Context: an optimization exercise on an open-source flow, tuned for small area. The choices shown serve that exercise and are no tape-out recipe.
Only simulation tests tie the RTL to the original design; equivalence was not proved.
The clock input has no modelled driver; a real chip could not lean on it and would need a root buffer or a full tree.
No activity file was given, so power comes from the tool's default toggle rates.

==> inputs of run a <==
==> flow/design.v (excerpt) <==
module pedal (
    input  logic        clk,
    input  logic        rst,
    input  logic [31:0] x,
    input  logic [1:0]  en,
    input  logic [3:0]  dist_options,
    input  logic [3:0]  trem_options,
    output logic [31:0] y
);
Settings: LEC_CHECK=0, ABC_AREA=1, CAP_MARGIN=0, CORE_MARGIN=2, CORE_UTILIZATION=60, CTS_BUF_LIST=sky130_fd_sc_hd__clkbuf_8, CTS_CLUSTER_SIZE=30, SLEW_MARGIN=0; clock period 10.0 ns.
standard.sh (not shown) runs the stock make flow with config.mk's settings and CLKGATE_MAP_FILE= SYNTH_SCRIPT=/design/flow/synth_recipe.tcl, a recipe that flattens the netlist after the stock synthesis.
==> flow/flow/run.sh <==
#!/bin/bash
# The standard layout with these changes, none to the synthesis:
#  - the port buffers are the smallest buffer cell (buf_1);
#  - between synthesis and floorplan, flow/fixinv2.py picks the polarity of
#    each full adder so that the netlist needs the fewest inverters, and sets
#    each logic cell to the smallest drive of its kind (placement-time repair
#    sizes up what needs it); the logic function and registers are unchanged;
#  - the clock tree is built by flow/mycts.tcl (run as the CTS step's PRE hook):
#    the clock port drives four clkbuf_16, each at the centre of a cluster of
#    flip-flops, so every flip-flop is one buffer from the port;
#  - after global routing, non-critical cells are sized down (RECOVER_POWER).
# Each tool's output goes to a log here.
set -euo pipefail
HERE=$(pwd)
ARGS=("BUFFER_PORTS_ARGS=-buffer_cell sky130_fd_sc_hd__buf_1"
      "PRE_CTS_TCL=$HERE/flow/mycts.tcl"
      "RECOVER_POWER=100")
R=orfs/results/sky130hd/pedal/base
bash standard.sh "${ARGS[@]}" synth > synth.log 2>&1
cp $R/1_2_yosys.v 1_2_yosys.synth.v
python3 flow/fixinv2.py 1_2_yosys.synth.v $R/1_2_yosys.v --downsize > fixinv.log 2>&1
rm -f $R/1_synth.odb
bash standard.sh "${ARGS[@]}" finish > standard.log 2>&1
==> flow/flow/mycts.tcl <==
# PRE_CTS hook: a clock tree built by hand. The clock port drives NBUF
# clock buffers (clkbuf_16), each placed at the centre of a cluster of flip-flops (k-means
# on their places) and driving that cluster's clock pins; all flip-flops are
# one buffer from the port. TritonCTS is then skipped.
set nbuf 4
if { [info exists ::env(MYCTS_NBUF)] } { set nbuf $::env(MYCTS_NBUF) }
set block [ord::get_db_block]
set clknet [$block findNet clk]
set sinks {}
set xs {}
set ys {}
foreach it [$clknet getITerms] {
  set inst [$it getInst]
  set bb [$inst getBBox]
  lappend sinks $it
  lappend xs [expr {([$bb xMin] + [$bb xMax]) / 2.0}]
  lappend ys [expr {([$bb yMin] + [$bb yMax]) / 2.0}]
}
set n [llength $sinks]
puts "mycts: $n clock sinks, $nbuf buffers"
# k-means, seeded by sorting on x then y
set order [lsort -indices -real $xs]
set cx {}
set cy {}
for {set k 0} {$k < $nbuf} {incr k} {
  set i [lindex $order [expr {int(($k + 0.5) * $n / $nbuf)}]]
  lappend cx [lindex $xs $i]
  lappend cy [lindex $ys $i]
}
set assign [lrepeat $n 0]
for {set iter 0} {$iter < 50} {incr iter} {
  for {set i 0} {$i < $n} {incr i} {
    set best 0
    set bd 1e30
    for {set k 0} {$k < $nbuf} {incr k} {
      set d [expr {abs([lindex $xs $i] - [lindex $cx $k]) + abs([lindex $ys $i] - [lindex $cy $k])}]
      if {$d < $bd} { set bd $d; set best $k }
    }
    lset assign $i $best
  }
  for {set k 0} {$k < $nbuf} {incr k} {
    set sx 0.0; set sy 0.0; set c 0
    for {set i 0} {$i < $n} {incr i} {
      if {[lindex $assign $i] == $k} { set sx [expr {$sx + [lindex $xs $i]}]; set sy [expr {$sy + [lindex $ys $i]}]; incr c }
    }
    if {$c > 0} { lset cx $k [expr {$sx / $c}]; lset cy $k [expr {$sy / $c}] }
  }
}
set cell sky130_fd_sc_hd__clkbuf_16
if { [info exists ::env(MYCTS_CELL)] } { set cell $::env(MYCTS_CELL) }
set master [[ord::get_db] findMaster $cell]
for {set k 0} {$k < $nbuf} {incr k} {
  set inst [odb::dbInst_create $block $master "clkbuf_m$k"]
  $inst setLocation [expr {int([lindex $cx $k])}] [expr {int([lindex $cy $k])}]
  $inst setPlacementStatus PLACED
  set net [odb::dbNet_create $block "clknet_m$k"]
  $net setSigType CLOCK
  [$inst findITerm A] connect $clknet
  [$inst findITerm X] connect $net
  set c 0
  for {set i 0} {$i < $n} {incr i} {
    if {[lindex $assign $i] == $k} {
      set it [lindex $sinks $i]
      $it disconnect
      $it connect $net
      incr c
    }
  }
  puts "mycts: clkbuf_m$k drives $c sinks"
}
$clknet setSigType CLOCK
set_propagated_clock [all_clocks]
rename clock_tree_synthesis orig_clock_tree_synthesis
proc clock_tree_synthesis { args } {
  puts "mycts: clock tree built by hand, TritonCTS skipped"
}
Other scripts of this flow, unchanged in this note and not shown: flow/flow/fixinv2.py
==> run b (differences from run a) <==
--- a/flow/design.v
+++ b/flow/design.v
@@ -1,49 +1,41 @@
 module clk_slow (
     input  logic clk_in,
     input  logic rst,
+    input  logic [2:0] par,
     output logic tick_380,
     output logic tick_190,
     output logic tick_95,
     output logic tick_48
 );
-logic [7:0] clk_cntr;
-logic [7:0] cntr_n;
+logic [4:0] clk_cntr;
+logic [4:0] cntr_n;
 logic [3:0] tk;
-logic dv_23, dv_24, dv_25, dv_27, dv_28, dv_29, dv_31, dv_32, dv_33, dv_35, dv_36, dv_37, dv_39, dv_40, dv_41, dv_43, dv_44, dv_45, dv_48, dv_49;
+logic dv_20, dv_21, dv_22, dv_24, dv_25, dv_26, dv_28, dv_29, dv_30, dv_32, dv_33, dv_34, dv_38, dv_40;
 assign cntr_n[0] = ~rst & ~clk_cntr[0];
-assign dv_23 = clk_cntr[0] & clk_cntr[1];
-assign dv_24 = ~clk_cntr[0] & ~clk_cntr[1];
-assign dv_25 = ~rst & ~dv_24;
-assign cntr_n[1] = ~dv_23 & dv_25;
-assign dv_27 = clk_cntr[2] & dv_23;
-assign dv_28 = ~clk_cntr[2] & ~dv_23;
-assign dv_29 = ~rst & ~dv_28;
-assign cntr_n[2] = ~dv_27 & dv_29;
-assign dv_31 = clk_cntr[3] & dv_27;
-assign dv_32 = ~clk_cntr[3] & ~dv_27;
-assign dv_33 = ~rst & ~dv_32;
-assign cntr_n[3] = ~dv_31 & dv_33;
-assign dv_35 = ~clk_cntr[4] & ~dv_31;
-assign dv_36 = clk_cntr[4] & dv_31;
-assign dv_37 = ~rst & ~dv_36;
-assign cntr_n[4] = ~dv_35 & dv_37;
-assign dv_39 = ~clk_cntr[5] & ~dv_36;
-assign dv_40 = clk_cntr[5] & dv_36;
-assign dv_41 = ~rst & ~dv_40;
-assign cntr_n[5] = ~dv_39 & dv_41;
-assign dv_43 = ~clk_cntr[6] & ~dv_40;
-assign dv_44 = clk_cntr[6] & dv_40;
-assign dv_45 = ~rst & ~dv_44;
-assign cntr_n[6] = ~dv_43 & dv_45;
-assign tk[3] = ~clk_cntr[7] & dv_44;
-assign dv_48 = clk_cntr[7] & ~dv_44;
-assign dv_49 = ~tk[3] & ~dv_48;
-assign cntr_n[7] = ~rst & ~dv_49;
-assign tk[0] = ~clk_cntr[4] & dv_31;
-assign tk[1] = ~clk_cntr[5] & dv_36;
-assign tk[2] = ~clk_cntr[6] & dv_40;
+assign dv_20 = ~clk_cntr[0] & ~clk_cntr[1];
+assign dv_21 = clk_cntr[0] & clk_cntr[1];
+assign dv_22 = ~rst & ~dv_21;
+assign cntr_n[1] = ~dv_20 & dv_22;
+assign dv_24 = ~clk_cntr[2] & ~dv_21;
+assign dv_25 = clk_cntr[2] & dv_21;
+assign dv_26 = ~rst & ~dv_25;
+assign cntr_n[2] = ~dv_24 & dv_26;
+assign dv_28 = ~clk_cntr[3] & ~dv_25;
+assign dv_29 = clk_cntr[3] & dv_25;
+assign dv_30 = ~rst & ~dv_29;
+assign cntr_n[3] = ~dv_28 & dv_30;
+assign dv_32 = ~clk_cntr[4] & ~dv_29;
+assign dv_33 = clk_cntr[4] & dv_29;
+assign dv_34 = ~rst & ~dv_33;
+assign cntr_n[4] = ~dv_32 & dv_34;
+assign tk[0] = ~clk_cntr[4] & dv_29;
+assign tk[1] = par[0] & dv_33;
+assign dv_38 = ~par[0] & dv_33;
+assign tk[2] = par[1] & dv_38;
+assign dv_40 = ~par[1] & par[2];
+assign tk[3] = dv_38 & dv_40;
 always_ff @(posedge clk_in) begin
     clk_cntr <= cntr_n;
 end
 assign tick_380 = tk[0];
 assign tick_190 = tk[1];
@@ -897,11 +889,12 @@
     input  logic clk_190,
     input  logic clk_380,
     input  logic clk_95,
     input  logic clk_48hz,
     input  logic [3:0] options,
-    input  logic en
+    input  logic en,
+    output logic [2:0] par    
 );
 logic [4:0] count_int4, count_int2, count_int, count_int6;
 logic       dir_s4_q, dir_s2_q, dir_q, dir_s6_q;
 logic [4:0] c0_n, c1_n, c2_n, c3_n;
 logic       d0_n, d1_n, d2_n, d3_n;
@@ -911,10 +904,11 @@
 assign tk = {clk_48hz, clk_95, clk_190, clk_380};
 assign c0 = count_int4;  assign d0 = dir_s4_q;
 assign c1 = count_int2;  assign d1 = dir_s2_q;
 assign c2 = count_int;   assign d2 = dir_q;
 assign c3 = count_int6;  assign d3 = dir_s6_q;
+assign par = {count_int[0], count_int2[0], count_int4[0]};
 logic os_54, os_55, os_56, os_57, os_58, os_59, os_60, os_61, os_62, os_63, os_64, os_66, os_67, os_68, os_69, os_70, os_71, os_72, os_73, os_74, os_75, os_76, os_77, os_78, os_79, os_80, os_81, os_82, os_83, os_84, os_85, os_86, os_87, os_88, os_89, os_90, os_91, os_92, os_93, os_94, os_95, os_96, os_97, os_98, os_99, os_100, os_101, os_102, os_103, os_104, os_105, os_106, os_107, os_108, os_109, os_110, os_111, os_112, os_113, os_114, os_115, os_116, os_118, os_119, os_120, os_121, os_122, os_123, os_124, os_125, os_127, os_128, os_129, os_130, os_131, os_132, os_133, os_135, os_136, os_137, os_138, os_139, os_140, os_142, os_143, os_144, os_145, os_147, os_148, os_150, os_151, os_153, os_154, os_156, os_157, os_159, os_160, os_161, os_162, os_164, os_165, os_167, os_168, os_170, os_171, os_173, os_174, os_176, os_177, os_178, os_179, os_181, os_182, os_184, os_185, os_187, os_188, os_190, os_191, os_193, os_194, os_196, os_197, os_199, os_200, os_202, os_203;
 assign os_54 = ~rst & tk[0];
 assign os_55 = tk[2] & c2[0];
 assign os_56 = tk[1] & c1[0];
 assign os_57 = ~os_55 & ~os_56;
@@ -1073,12 +1067,12 @@
 end
 logic       active;
 logic [4:0] c;
 assign active = en & (options == 4'b1000 | options == 4'b0100 |
                       options == 4'b0010 | options == 4'b0001);
-assign c = ({5{options[3]}} & count_int)  | ({5{options[2]}} & count_int2) |
-           ({5{options[1]}} & count_int4) | ({5{options[0]}} & count_int6);
+assign c = (({5{options[3]}} & count_int)  | ({5{options[2]}} & count_int2) |
+            ({5{options[1]}} & count_int4) | ({5{options[0]}} & count_int6));
 logic [23:0] mpp0; assign mpp0 = {24{c[0]}} & x[23:0];
 logic [23:0] mpp1; assign mpp1 = {24{c[1]}} & x[23:0];
 logic [23:0] mpp2; assign mpp2 = {24{c[2]}} & x[23:0];
 logic [23:0] mpp3; assign mpp3 = {24{c[3]}} & x[23:0];
 logic [23:0] mpp4; assign mpp4 = {24{c[4]}} & x[23:0];
@@ -1226,20 +1220,20 @@
 assign m141 = (m94 & m95) | (m139 & (m94 ^ m95));
 assign m142 = m96 ^ m97 ^ m141;
 assign m143 = (m96 & m97) | (m141 & (m96 ^ m97));
 assign m144 = m98 ^ m99 ^ m143;
 assign m145 = (m98 & m99) | (m143 & (m98 ^ m99));
-assign m146 = m100 ^ m101;
-assign m147 = m100 & m101;
+assign m146 = m100 ^ m101 ^ m145;
+assign m147 = (m100 & m101) | (m145 & (m100 ^ m101));
 assign m148 = m102 ^ m103 ^ m147;
 assign m149 = (m102 & m103) | (m147 & (m102 ^ m103));
 assign m150 = m104 ^ m105 ^ m149;
 assign m151 = (m104 & m105) | (m149 & (m104 ^ m105));
 assign m152 = m106 ^ m107 ^ m151;
 assign m153 = (m106 & m107) | (m151 & (m106 ^ m107));
-assign m154 = m108 ^ m109 ^ m153;
-assign m155 = (m108 & m109) | (m153 & (m108 ^ m109));
+assign m154 = m108 ^ m109;
+assign m155 = m108 & m109;
 assign m156 = m110 ^ m111 ^ m155;
 assign m157 = (m110 & m111) | (m155 & (m110 ^ m111));
 assign m158 = m112 ^ m113 ^ m157;
 assign m159 = (m112 & m113) | (m157 & (m112 ^ m113));
 assign m160 = m114 ^ m115 ^ m159;
@@ -1249,31 +1243,31 @@
 assign m164 = m118 ^ m119 ^ m163;
 assign m165 = (m118 & m119) | (m163 & (m118 ^ m119));
 assign m166 = m120 ^ m121 ^ m165;
 assign m167 = (m120 & m121) | (m165 & (m120 ^ m121));
 assign m168 = m122 ^ m123 ^ m167;
-logic [7:0]  p_lo;
-logic [11:0] p_hi;
+logic [11:0]  p_lo;
+logic [7:0] p_hi;
 logic        p_c;
-logic [11:0] p_hi_sum;   
-logic [12:0] inc_c;
+logic [7:0] p_hi_sum;   
+logic [8:0] inc_c;
 assign inc_c[0] = p_c;
 genvar gi;
-for (gi = 0; gi < 12; gi = gi + 1) begin : g_inc
+for (gi = 0; gi < 8; gi = gi + 1) begin : g_inc
     assign p_hi_sum[gi]  = p_hi[gi] ^ inc_c[gi];
     assign inc_c[gi + 1] = p_hi[gi] & inc_c[gi];
 end
 always_ff @(posedge clk_48) begin
     if (rst) begin
-        p_lo <= 8'h0;
-        p_hi <= 12'h0;
+        p_lo <= 12'h0;
+        p_hi <= 8'h0;
         p_c  <= 1'b0;
         y    <= 32'h0;
     end else if (active) begin
-        p_lo <= {m144, m142, m140, m138, m136, m134, m132, m130};
-        p_hi <= {m168, m166, m164, m162, m160, m158, m156, m154, m152, m150, m148, m146};
-        p_c  <= m145;
+        p_lo <= {m152, m150, m148, m146, m144, m142, m140, m138, m136, m134, m132, m130};
+        p_hi <= {m168, m166, m164, m162, m160, m158, m156, m154};
+        p_c  <= m153;
         y    <= {12'h000, p_hi_sum, p_lo};
     end else begin
         y <= x;
     end
 end
@@ -1287,13 +1281,15 @@
     input  logic [3:0]  trem_options,
     output logic [31:0] y
 );
 logic [31:0] y_dist;
 logic tick_380, tick_190, tick_95, tick_48;
+logic [2:0] par;    
 clk_slow u_clk_slow (
     .clk_in   (clk),
     .rst      (rst),
+    .par      (par),
     .tick_380 (tick_380),
     .tick_190 (tick_190),
     .tick_95  (tick_95),
     .tick_48  (tick_48)
 );
@@ -1313,8 +1309,9 @@
     .clk_190  (tick_190),
     .clk_380  (tick_380),
     .clk_95   (tick_95),
     .clk_48hz (tick_48),
     .options  (trem_options),
-    .en       (en[1])
+    .en       (en[1]),
+    .par      (par)
 );
 endmodule
==> flow/flow/run.sh (replaced) <==
#!/bin/bash
# The standard layout with these changes, none to the synthesis:
#  - the port buffers are the smallest buffer cell (buf_1);
#  - between synthesis and floorplan, flow/fixinv2.py picks the polarity of
#    each full adder so that the netlist needs the fewest inverters, and sets
#    each logic cell to the smallest drive of its kind (placement-time repair
#    sizes up what needs it); the logic function and registers are unchanged;
#  - the clock tree is built by flow/mycts.tcl (run as the CTS step's PRE hook):
#    the clock port drives four clkbuf_16, each at the centre of a cluster of
#    flip-flops (k-means with equal-sized clusters), so every flip-flop is one
#    buffer from the port.
# Each tool's output goes to a log here.
set -euo pipefail
HERE=$(pwd)
ARGS=("BUFFER_PORTS_ARGS=-buffer_cell sky130_fd_sc_hd__buf_1"
      "PRE_CTS_TCL=$HERE/flow/mycts.tcl")
R=orfs/results/sky130hd/pedal/base
bash standard.sh "${ARGS[@]}" synth > synth.log 2>&1
cp $R/1_2_yosys.v 1_2_yosys.synth.v
python3 flow/fixinv2.py 1_2_yosys.synth.v $R/1_2_yosys.v --downsize > fixinv.log 2>&1
rm -f $R/1_synth.odb
bash standard.sh "${ARGS[@]}" finish > standard.log 2>&1
--- a/flow/flow/mycts.tcl
+++ b/flow/flow/mycts.tcl
@@ -1,8 +1,9 @@
 # PRE_CTS hook: a clock tree built by hand. The clock port drives NBUF
 # clock buffers (clkbuf_16), each placed at the centre of a cluster of flip-flops (k-means
-# on their places) and driving that cluster's clock pins; all flip-flops are
+# on their places, at most ceil(sinks/NBUF) per cluster) and driving that
+# cluster's clock pins; all flip-flops are
 # one buffer from the port. TritonCTS is then skipped.
 set nbuf 4
 if { [info exists ::env(MYCTS_NBUF)] } { set nbuf $::env(MYCTS_NBUF) }
 set block [ord::get_db_block]
 set clknet [$block findNet clk]
@@ -26,19 +27,29 @@
   set i [lindex $order [expr {int(($k + 0.5) * $n / $nbuf)}]]
   lappend cx [lindex $xs $i]
   lappend cy [lindex $ys $i]
 }
 set assign [lrepeat $n 0]
+# capacity-limited k-means: each cluster takes at most cap sinks, nearest first
+set cap [expr {($n + $nbuf - 1) / $nbuf}]
 for {set iter 0} {$iter < 50} {incr iter} {
+  set pairs {}
   for {set i 0} {$i < $n} {incr i} {
-    set best 0
-    set bd 1e30
     for {set k 0} {$k < $nbuf} {incr k} {
       set d [expr {abs([lindex $xs $i] - [lindex $cx $k]) + abs([lindex $ys $i] - [lindex $cy $k])}]
-      if {$d < $bd} { set bd $d; set best $k }
+      lappend pairs [list $d $i $k]
     }
-    lset assign $i $best
+  }
+  set pairs [lsort -real -index 0 $pairs]
+  set done [lrepeat $n 0]
+  set cnt [lrepeat $nbuf 0]
+  foreach p $pairs {
+    lassign $p d i k
+    if {[lindex $done $i] || [lindex $cnt $k] >= $cap} { continue }
+    lset assign $i $k
+    lset done $i 1
+    lset cnt $k [expr {[lindex $cnt $k] + 1}]
   }
   for {set k 0} {$k < $nbuf} {incr k} {
     set sx 0.0; set sy 0.0; set c 0
     for {set i 0} {$i < $n} {incr i} {
       if {[lindex $assign $i] == $k} { set sx [expr {$sx + [lindex $xs $i]}]; set sy [expr {$sy + [lindex $ys $i]}]; incr c }
==> run c (differences from run a) <==
--- a/flow/design.v
+++ b/flow/design.v
@@ -1,49 +1,41 @@
 module clk_slow (
     input  logic clk_in,
     input  logic rst,
+    input  logic [2:0] par,
     output logic tick_380,
     output logic tick_190,
     output logic tick_95,
     output logic tick_48
 );
-logic [7:0] clk_cntr;
-logic [7:0] cntr_n;
+logic [4:0] clk_cntr;
+logic [4:0] cntr_n;
 logic [3:0] tk;
-logic dv_23, dv_24, dv_25, dv_27, dv_28, dv_29, dv_31, dv_32, dv_33, dv_35, dv_36, dv_37, dv_39, dv_40, dv_41, dv_43, dv_44, dv_45, dv_48, dv_49;
+logic dv_20, dv_21, dv_22, dv_24, dv_25, dv_26, dv_28, dv_29, dv_30, dv_32, dv_33, dv_34, dv_38, dv_40;
 assign cntr_n[0] = ~rst & ~clk_cntr[0];
-assign dv_23 = clk_cntr[0] & clk_cntr[1];
-assign dv_24 = ~clk_cntr[0] & ~clk_cntr[1];
-assign dv_25 = ~rst & ~dv_24;
-assign cntr_n[1] = ~dv_23 & dv_25;
-assign dv_27 = clk_cntr[2] & dv_23;
-assign dv_28 = ~clk_cntr[2] & ~dv_23;
-assign dv_29 = ~rst & ~dv_28;
-assign cntr_n[2] = ~dv_27 & dv_29;
-assign dv_31 = clk_cntr[3] & dv_27;
-assign dv_32 = ~clk_cntr[3] & ~dv_27;
-assign dv_33 = ~rst & ~dv_32;
-assign cntr_n[3] = ~dv_31 & dv_33;
-assign dv_35 = ~clk_cntr[4] & ~dv_31;
-assign dv_36 = clk_cntr[4] & dv_31;
-assign dv_37 = ~rst & ~dv_36;
-assign cntr_n[4] = ~dv_35 & dv_37;
-assign dv_39 = ~clk_cntr[5] & ~dv_36;
-assign dv_40 = clk_cntr[5] & dv_36;
-assign dv_41 = ~rst & ~dv_40;
-assign cntr_n[5] = ~dv_39 & dv_41;
-assign dv_43 = ~clk_cntr[6] & ~dv_40;
-assign dv_44 = clk_cntr[6] & dv_40;
-assign dv_45 = ~rst & ~dv_44;
-assign cntr_n[6] = ~dv_43 & dv_45;
-assign tk[3] = ~clk_cntr[7] & dv_44;
-assign dv_48 = clk_cntr[7] & ~dv_44;
-assign dv_49 = ~tk[3] & ~dv_48;
-assign cntr_n[7] = ~rst & ~dv_49;
-assign tk[0] = ~clk_cntr[4] & dv_31;
-assign tk[1] = ~clk_cntr[5] & dv_36;
-assign tk[2] = ~clk_cntr[6] & dv_40;
+assign dv_20 = ~clk_cntr[0] & ~clk_cntr[1];
+assign dv_21 = clk_cntr[0] & clk_cntr[1];
+assign dv_22 = ~rst & ~dv_21;
+assign cntr_n[1] = ~dv_20 & dv_22;
+assign dv_24 = ~clk_cntr[2] & ~dv_21;
+assign dv_25 = clk_cntr[2] & dv_21;
+assign dv_26 = ~rst & ~dv_25;
+assign cntr_n[2] = ~dv_24 & dv_26;
+assign dv_28 = ~clk_cntr[3] & ~dv_25;
+assign dv_29 = clk_cntr[3] & dv_25;
+assign dv_30 = ~rst & ~dv_29;
+assign cntr_n[3] = ~dv_28 & dv_30;
+assign dv_32 = ~clk_cntr[4] & ~dv_29;
+assign dv_33 = clk_cntr[4] & dv_29;
+assign dv_34 = ~rst & ~dv_33;
+assign cntr_n[4] = ~dv_32 & dv_34;
+assign tk[0] = ~clk_cntr[4] & dv_29;
+assign tk[1] = par[0] & dv_33;
+assign dv_38 = ~par[0] & dv_33;
+assign tk[2] = par[1] & dv_38;
+assign dv_40 = ~par[1] & par[2];
+assign tk[3] = dv_38 & dv_40;
 always_ff @(posedge clk_in) begin
     clk_cntr <= cntr_n;
 end
 assign tick_380 = tk[0];
 assign tick_190 = tk[1];
@@ -897,11 +889,12 @@
     input  logic clk_190,
     input  logic clk_380,
     input  logic clk_95,
     input  logic clk_48hz,
     input  logic [3:0] options,
-    input  logic en
+    input  logic en,
+    output logic [2:0] par    
 );
 logic [4:0] count_int4, count_int2, count_int, count_int6;
 logic       dir_s4_q, dir_s2_q, dir_q, dir_s6_q;
 logic [4:0] c0_n, c1_n, c2_n, c3_n;
 logic       d0_n, d1_n, d2_n, d3_n;
@@ -911,10 +904,11 @@
 assign tk = {clk_48hz, clk_95, clk_190, clk_380};
 assign c0 = count_int4;  assign d0 = dir_s4_q;
 assign c1 = count_int2;  assign d1 = dir_s2_q;
 assign c2 = count_int;   assign d2 = dir_q;
 assign c3 = count_int6;  assign d3 = dir_s6_q;
+assign par = {count_int[0], count_int2[0], count_int4[0]};
 logic os_54, os_55, os_56, os_57, os_58, os_59, os_60, os_61, os_62, os_63, os_64, os_66, os_67, os_68, os_69, os_70, os_71, os_72, os_73, os_74, os_75, os_76, os_77, os_78, os_79, os_80, os_81, os_82, os_83, os_84, os_85, os_86, os_87, os_88, os_89, os_90, os_91, os_92, os_93, os_94, os_95, os_96, os_97, os_98, os_99, os_100, os_101, os_102, os_103, os_104, os_105, os_106, os_107, os_108, os_109, os_110, os_111, os_112, os_113, os_114, os_115, os_116, os_118, os_119, os_120, os_121, os_122, os_123, os_124, os_125, os_127, os_128, os_129, os_130, os_131, os_132, os_133, os_135, os_136, os_137, os_138, os_139, os_140, os_142, os_143, os_144, os_145, os_147, os_148, os_150, os_151, os_153, os_154, os_156, os_157, os_159, os_160, os_161, os_162, os_164, os_165, os_167, os_168, os_170, os_171, os_173, os_174, os_176, os_177, os_178, os_179, os_181, os_182, os_184, os_185, os_187, os_188, os_190, os_191, os_193, os_194, os_196, os_197, os_199, os_200, os_202, os_203;
 assign os_54 = ~rst & tk[0];
 assign os_55 = tk[2] & c2[0];
 assign os_56 = tk[1] & c1[0];
 assign os_57 = ~os_55 & ~os_56;
@@ -1073,12 +1067,12 @@
 end
 logic       active;
 logic [4:0] c;
 assign active = en & (options == 4'b1000 | options == 4'b0100 |
                       options == 4'b0010 | options == 4'b0001);
-assign c = ({5{options[3]}} & count_int)  | ({5{options[2]}} & count_int2) |
-           ({5{options[1]}} & count_int4) | ({5{options[0]}} & count_int6);
+assign c = (({5{options[3]}} & count_int)  | ({5{options[2]}} & count_int2) |
+            ({5{options[1]}} & count_int4) | ({5{options[0]}} & count_int6));
 logic [23:0] mpp0; assign mpp0 = {24{c[0]}} & x[23:0];
 logic [23:0] mpp1; assign mpp1 = {24{c[1]}} & x[23:0];
 logic [23:0] mpp2; assign mpp2 = {24{c[2]}} & x[23:0];
 logic [23:0] mpp3; assign mpp3 = {24{c[3]}} & x[23:0];
 logic [23:0] mpp4; assign mpp4 = {24{c[4]}} & x[23:0];
@@ -1287,13 +1281,15 @@
     input  logic [3:0]  trem_options,
     output logic [31:0] y
 );
 logic [31:0] y_dist;
 logic tick_380, tick_190, tick_95, tick_48;
+logic [2:0] par;    
 clk_slow u_clk_slow (
     .clk_in   (clk),
     .rst      (rst),
+    .par      (par),
     .tick_380 (tick_380),
     .tick_190 (tick_190),
     .tick_95  (tick_95),
     .tick_48  (tick_48)
 );
@@ -1313,8 +1309,9 @@
     .clk_190  (tick_190),
     .clk_380  (tick_380),
     .clk_95   (tick_95),
     .clk_48hz (tick_48),
     .options  (trem_options),
-    .en       (en[1])
+    .en       (en[1]),
+    .par      (par)
 );
 endmodule
==> flow/flow/run.sh (replaced) <==
#!/bin/bash
# The standard layout with these changes, none to the synthesis:
#  - the port buffers are the smallest buffer cell (buf_1);
#  - between synthesis and floorplan, flow/fixinv2.py picks the polarity of
#    each full adder so that the netlist needs the fewest inverters, and sets
#    each logic cell to the smallest drive of its kind (placement-time repair
#    sizes up what needs it); the logic function and registers are unchanged;
#  - the clock tree is built by flow/mycts.tcl (run as the CTS step's PRE hook):
#    the clock port drives four clkbuf_16, each at the centre of a cluster of
#    flip-flops, so every flip-flop is one buffer from the port.
# Each tool's output goes to a log here.
set -euo pipefail
HERE=$(pwd)
ARGS=("BUFFER_PORTS_ARGS=-buffer_cell sky130_fd_sc_hd__buf_1"
      "PRE_CTS_TCL=$HERE/flow/mycts.tcl")
R=orfs/results/sky130hd/pedal/base
bash standard.sh "${ARGS[@]}" synth > synth.log 2>&1
cp $R/1_2_yosys.v 1_2_yosys.synth.v
python3 flow/fixinv2.py 1_2_yosys.synth.v $R/1_2_yosys.v --downsize > fixinv.log 2>&1
rm -f $R/1_synth.odb
bash standard.sh "${ARGS[@]}" finish > standard.log 2>&1
Settings changed: CORE_UTILIZATION 60 to 75, CTS_BUF_LIST sky130_fd_sc_hd__clkbuf_8 to default, CTS_CLUSTER_SIZE 30 to default, PLACE_DENSITY from default to 0.8.
==> comparison table <==
|  | run c | run a | run b |
|---|---|---|---|
| Depth of the worst register-to-register path | 23 | 22 | 26 |
| Sequential power | 490 µW | 501 µW | 489 µW |
| Height of the chip | 116 µm | 130 µm | 129 µm |
| Leakage component of the power | 0.00505 µW | 0.00514 µW | 0.00487 µW |
| Power dissipated in combinational cells | 221 µW | 226 µW | 224 µW |
| Signed area change from the synthesized netlist to the final layout | 5.63% | 6.91% | 5.91% |
| # Max-Cap Violations | 0 | 1 | 0 |
| Critical path endpoint | u_trem.p_hi[11] | u_trem.p_hi[11] | u_distortion.y[13] |
| Result of the run | finished clean | finished with violations | finished clean |
| Violated checks | - | max-capacitance violations, max-slew violations | - |
| Fill cells | 897 | 1,426 | 1,375 |
| Critical-path maximum fanout | 6 | 17 | 12 |
| Worst reg2reg endpoint | u_trem.p_hi[11] | u_trem.p_hi[11] | u_trem.p_lo[11] |
| Routability Congestion | 1.11 | 1.00 | 1.13 |
| Clock transition at the registers of the reported paths | 0.12 ns | 0.12 ns | 0.11 ns |
| Met1 track demand over resource in global routing | 52.5% | 45.0% | 45.8% |
| Flop-to-flop setup slack | 2.23 ns | 2.19 ns | 2.64 ns |
| Post-Synthesis Net Count | 1,545 | 1,568 | 1,524 |
| Routed len/inst | 17.4 µm | 17.4 µm | 17.9 µm |
| Post-detail-place hpwl | 21.8 mm | 23.3 mm | 22.7 mm |
| Pin count of the biggest net entering global routing | 58 | 60 | 70 |
| Post-Synthesis Cells | 1,385 | 1,407 | 1,368 |
In every run of this note, the design's own scripts or RTL, not TritonCTS, make the clock network.

==> port drivers added, routing unchanged <==
Ports are ideal in the flow. The routed layouts listed here were re-timed in OpenROAD. Step 1: set_driving_cell puts a clkbuf_16 on clk and a buf_2 on each other input, an assumption about the parent block. Step 2 times the ports against the registers' clock, not the clock port: input delays grow and output delays shrink by t, the midpoint of the rising clock arrivals with the driver on. Three values: ideal, step 1, step 2; two values: the first two.
| run | shift t [ns] | setup WS [ns] | latest minus earliest clock arrival (ns) |
|---|---|---|---|
| run a | 0.261 | 0.571 / 0.641 / 0.381 | 0.025 / 0.025 |
| run b | 0.256 | 0.827 / 0.895 / 0.639 | 0.013 / 0.013 |
| run c | 0.259 | 0.632 / 0.702 / 0.443 | 0.027 / 0.026 |
The setup slack of run a, which loses most, moves by +0.070 ns with the drivers and by -0.190 ns with both steps.
